Source: an optimization exercise on an open RTL-to-GDS flow (aim: small area and a short achievable clock period). Production flows keep margins and buffers that such runs may drop. No activity file was given, so power comes from the tool's default toggle rates.

==> module kcpsm3, before the edit <==
module kcpsm3(
  output [9:0]  address,
  input  [17:0] instruction,
  output [7:0]  port_id,
  output        write_strobe,
  output [7:0]  out_port,
  output        read_strobe,
  input  [7:0]  in_port,
  input         interrupt,
  output        interrupt_ack,
  input         reset,
  input         clk);
  wire [17:0] ins = instruction;
  wire [3:0]  top4 = ins[17:14];
  wire [2:0]  top3 = ins[17:15];
  reg reset_delay, internal_reset, t_state;
  always @(posedge clk) begin
    reset_delay    <= reset;
    internal_reset <= reset | reset_delay;
    t_state        <= ~t_state & ~internal_reset;
  end
  reg carry_flag, zero_flag;
  reg clean_int, active_interrupt, int_ack, int_enable, shadow_carry, shadow_zero;
  wire int_update = active_interrupt | (ins[17] & ins[16] & ins[15]);
  always @(posedge clk) begin
    clean_int        <= interrupt & ~internal_reset;
    active_interrupt <= ~internal_reset & t_state & clean_int & int_enable & ~active_interrupt;
    int_ack          <= active_interrupt;
    if (active_interrupt) begin
      shadow_carry <= carry_flag;
      shadow_zero  <= zero_flag;
    end
    if (internal_reset)
      int_enable <= 1'b0;
    else if (int_update)
      int_enable <= ~active_interrupt & ins[0] & ~int_ack;
  end
  assign interrupt_ack = int_ack;
  wire condition_met = ins[11] ? (ins[10] ? ~carry_flag : carry_flag)
                               : (ins[10] ? ~zero_flag  : zero_flag);
  wire move_group = (top4 == 4'b1100) | (top4 == 4'b1101) | (top4 == 4'b1110) | (top4 == 4'b1010);
  wire taken      = move_group & (~ins[12] | condition_met);
  wire call_op    = (top4 == 4'b1100);
  wire ret_op     = (top4 == 4'b1010) | (top4 == 4'b1110);
  reg  [9:0] pc;
  reg  [9:0] tos;
  wire [9:0] pc_inc = pc + 10'd1;
  wire [9:0] vector = ins[15] ? tos : ins[9:0];
  always @(posedge clk)
    if (internal_reset)        pc <= 10'd0;
    else if (active_interrupt) pc <= 10'h3FF;
    else if (~t_state)         pc <= taken ? vector : pc_inc;
  assign address = pc;
  wire push = ~internal_reset & ~t_state & (active_interrupt | (call_op & taken));
  wire pop  = ~internal_reset & ~t_state & ~active_interrupt & ret_op & taken;
  reg  [4:0] sp;
  reg  [9:0] stack_mem [0:28];
  wire [31:0] sp_sel = 32'd1 << sp;
  reg  [9:0] stack_rd;
  integer k;
  always @(*) begin
    stack_rd = 10'd0;
    for (k = 0; k < 29; k = k + 1)
      stack_rd = stack_rd | ({10{sp_sel[k]}} & stack_mem[k]);
  end
  always @(posedge clk) begin
    if (internal_reset) sp <= 5'd30;
    else if (push)      sp <= sp + 5'd1;
    else if (pop)       sp <= sp - 5'd1;
    if (push)     tos <= active_interrupt ? pc : pc_inc;
    else if (pop) tos <= stack_rd;
  end
  genvar g;
  generate
    for (g = 0; g < 29; g = g + 1) begin : stk
      always @(posedge clk)
        if (push && sp_sel[(g + 31) % 32]) stack_mem[g] <= tos;
    end
  endgenerate
  reg  [7:0] regs [0:15];
  wire [15:0] x_sel = 16'd1 << ins[11:8];
  wire [15:0] y_sel = 16'd1 << ins[7:4];
  reg  [7:0] sx, sy;
  always @(*) begin
    sx = 8'd0;
    sy = 8'd0;
    for (k = 0; k < 16; k = k + 1) begin
      sx = sx | ({8{x_sel[k]}} & regs[k]);
      sy = sy | ({8{y_sel[k]}} & regs[k]);
    end
  end
  reg  [7:0] sx_q, op2_q;
  reg  [17:13] iq;       
  reg  cin_q;            
  always @(posedge clk) begin
    sx_q  <= sx;
    op2_q <= ins[12] ? sy : ins[7:0];
    iq    <= ins[17:13];
    cin_q <= ins[14] ^ (ins[13] & carry_flag);
  end
  assign out_port = sx_q;
  assign port_id  = op2_q;
  wire [7:0] a = sx_q;
  wire [7:0] b = op2_q;
  wire [3:0] qtop4 = iq[17:14];
  wire [2:0] qtop3 = iq[17:15];
  reg [7:0] logical;
  always @(*)
    case (iq[14:13])
      2'b00: logical = b;
      2'b01: logical = a & b;
      2'b10: logical = a | b;
      default: logical = a ^ b;
    endcase
  wire [8:0] sum = {1'b0, a} + {1'b0, b ^ {8{iq[14]}}} + {8'd0, cin_q};
  wire       arith_carry = sum[8] ^ iq[14];
  wire shift_in = b[2] ? (b[1] ? b[0] : a[0]) : (b[1] ? a[7] : carry_flag);
  wire [7:0] shifted = b[3] ? {shift_in, a[7:1]} : {a[6:0], shift_in};
  wire shift_carry = b[3] ? a[0] : a[7];
  reg  [7:0] scratch [0:63];
  wire [7:0] s_lo = 8'd1 << b[2:0];
  wire [7:0] s_hi = 8'd1 << b[5:3];
  reg  [63:0] s_sel;
  reg  [7:0] fetched;
  always @(*) begin
    fetched = 8'd0;
    for (k = 0; k < 64; k = k + 1) begin
      s_sel[k] = s_hi[k / 8] & s_lo[k % 8];
      fetched = fetched | ({8{s_sel[k]}} & scratch[k]);
    end
  end
  wire sel_input = (qtop4 == 4'b0001);
  wire sel_arith = iq[16] & (iq[15] | iq[14]);
  wire [7:0] result = iq[17]    ? shifted :
                      sel_input ? (iq[13] ? fetched : in_port) :
                      sel_arith ? sum[7:0] : logical;
  wire reg_type  = (qtop3 == 3'b000) | (qtop3 == 3'b001) | (qtop3 == 3'b011) | (qtop3 == 3'b100);
  wire reg_en    = t_state & ~int_ack & reg_type;
  wire mem_en    = t_state & ~int_ack & (qtop3 == 3'b101) & iq[14] & iq[13];
  wire flag_type = (qtop4 == 4'b0010) | (qtop4 == 4'b0011) | (qtop4 == 4'b0100) | (qtop4 == 4'b0101) |
                   (qtop4 == 4'b0110) | (qtop4 == 4'b0111) | (qtop4 == 4'b1000) | (qtop4 == 4'b1110);
  wire flag_en   = t_state & flag_type;
  wire parity    = ^(a & b);
  wire new_carry = iq[17] ? (iq[15] ? shadow_carry : shift_carry)
                 : iq[16] ? ((~iq[15] & ~iq[14]) ? parity : arith_carry) : 1'b0;
  wire [7:0] bb = b ^ {8{iq[14]}};
  wire [7:0] zero_carry = {a[6:0] | bb[6:0], cin_q};
  wire arith_zero = &(~(a ^ bb ^ zero_carry));
  wire new_zero  = iq[17] ? (iq[16] ? shadow_zero : (shifted == 8'd0))
                          : (sel_arith ? arith_zero : (logical == 8'd0));
  always @(posedge clk) begin
    for (k = 0; k < 16; k = k + 1)
      if (reg_en & x_sel[k]) regs[k] <= result;
    for (k = 0; k < 64; k = k + 1)
      if (mem_en & s_sel[k]) scratch[k] <= a;
    if (internal_reset) begin
      carry_flag <= 1'b0;
      zero_flag  <= 1'b0;
    end else if (flag_en) begin
      carry_flag <= new_carry;
      zero_flag  <= new_zero;
    end
  end
  wire io_decode = ~t_state & ~active_interrupt & ~ins[16] & ins[14] & ~ins[13];
  reg  ws, rs;
  always @(posedge clk) begin
    ws <= ~internal_reset & io_decode & ins[17] & ins[15];
    rs <= ~internal_reset & io_decode & ~ins[17] & ~ins[15];
  end
  assign write_strobe = ws;
  assign read_strobe  = rs;
endmodule
Settings: LEC_CHECK=0, ABC_CLOCK_PERIOD_IN_PS=2600, CAP_MARGIN=20, CORE_MARGIN=2, CORE_UTILIZATION=55, SETUP_SLACK_MARGIN=4.4, SLEW_MARGIN=20, TNS_END_PERCENT=5; clock period 7.0 ns.
run.sh (not shown) runs the stock make flow with config.mk's settings and CLKGATE_MAP_FILE= SYNTH_SCRIPT=/design/flow/synth_recipe.tcl, a recipe that flattens the netlist after the stock synthesis.
Then changed:
--- a/flow/design.v
+++ b/flow/design.v
@@ -141,17 +141,13 @@
   wire flag_type = (qtop4 == 4'b0010) | (qtop4 == 4'b0011) | (qtop4 == 4'b0100) | (qtop4 == 4'b0101) |
                    (qtop4 == 4'b0110) | (qtop4 == 4'b0111) | (qtop4 == 4'b1000) | (qtop4 == 4'b1110);
   wire flag_en   = t_state & flag_type;
   wire parity    = ^(a & b);
   wire new_carry = iq[17] ? (iq[15] ? shadow_carry : shift_carry)
                  : iq[16] ? ((~iq[15] & ~iq[14]) ? parity : arith_carry) : 1'b0;
-  wire [7:0] bb = b ^ {8{iq[14]}};
-  wire [7:0] zero_carry = {a[6:0] | bb[6:0], cin_q};
-  wire arith_zero = &(~(a ^ bb ^ zero_carry));
-  wire new_zero  = iq[17] ? (iq[16] ? shadow_zero : (shifted == 8'd0))
-                          : (sel_arith ? arith_zero : (logical == 8'd0));
+  wire new_zero  = (iq[17] & iq[16]) ? shadow_zero : (result == 8'd0);
   always @(posedge clk) begin
     for (k = 0; k < 16; k = k + 1)
       if (reg_en & x_sel[k]) regs[k] <= result;
     for (k = 0; k < 64; k = k + 1)
       if (mem_en & s_sel[k]) scratch[k] <= a;
     if (internal_reset) begin
Result:
- cell area rose by about 1.3%
- routed wire length rose by 3.2%
- sequential power stays flat
- worst setup slack degrades by 0.19 ns
- clock-buffer cell count rose by 13
- synthesized area rose by about 0.9%
- synthesized cell count rose by 2.0%
- hold slack is about the same
- maximum frequency fell by about 5%
- non-clock buffer count fell by 5
- utilization rose by 0.65 points
- critical path depth rose by 2
- total power rose by 0.69%
Function was not checked in any run of this note: the RTL went through the layout flow alone.

## port drivers added, routing unchanged
The flow's constraints put no driver on any port. The routed layouts listed below were extracted and timed again, unchanged, in two steps.
Step 1 (the two cells are an assumption about what drives the block):
set clk [get_ports {clk}]
set_driving_cell -lib_cell sky130_fd_sc_hd__clkbuf_16 $clk
set_driving_cell -lib_cell sky130_fd_sc_hd__buf_2 [delete_from_list [all_inputs] $clk]
Step 2, shift: input delay + t, output delay - t, t = (earliest + latest rising clock arrival at the registers) / 2. This alone moves slack from input paths to output paths.
Three values: ideal ports, drivers, drivers and shift; two values: the first two.
| run | shift t [ns] | setup slack, ns | worst register clock-pin slew, ns |
|---|---|---|---|
| the first run | 0.737 | 3.653 / 3.653 / 2.973 | 0.07 / 0.07 |
| the second run | 0.736 | 3.466 / 3.466 / 2.933 | 0.07 / 0.07 |
After both steps every run listed still meets setup and hold. For the first run, which loses most, drivers alone change the setup slack by 0.000 ns; drivers and shift together by -0.680 ns.
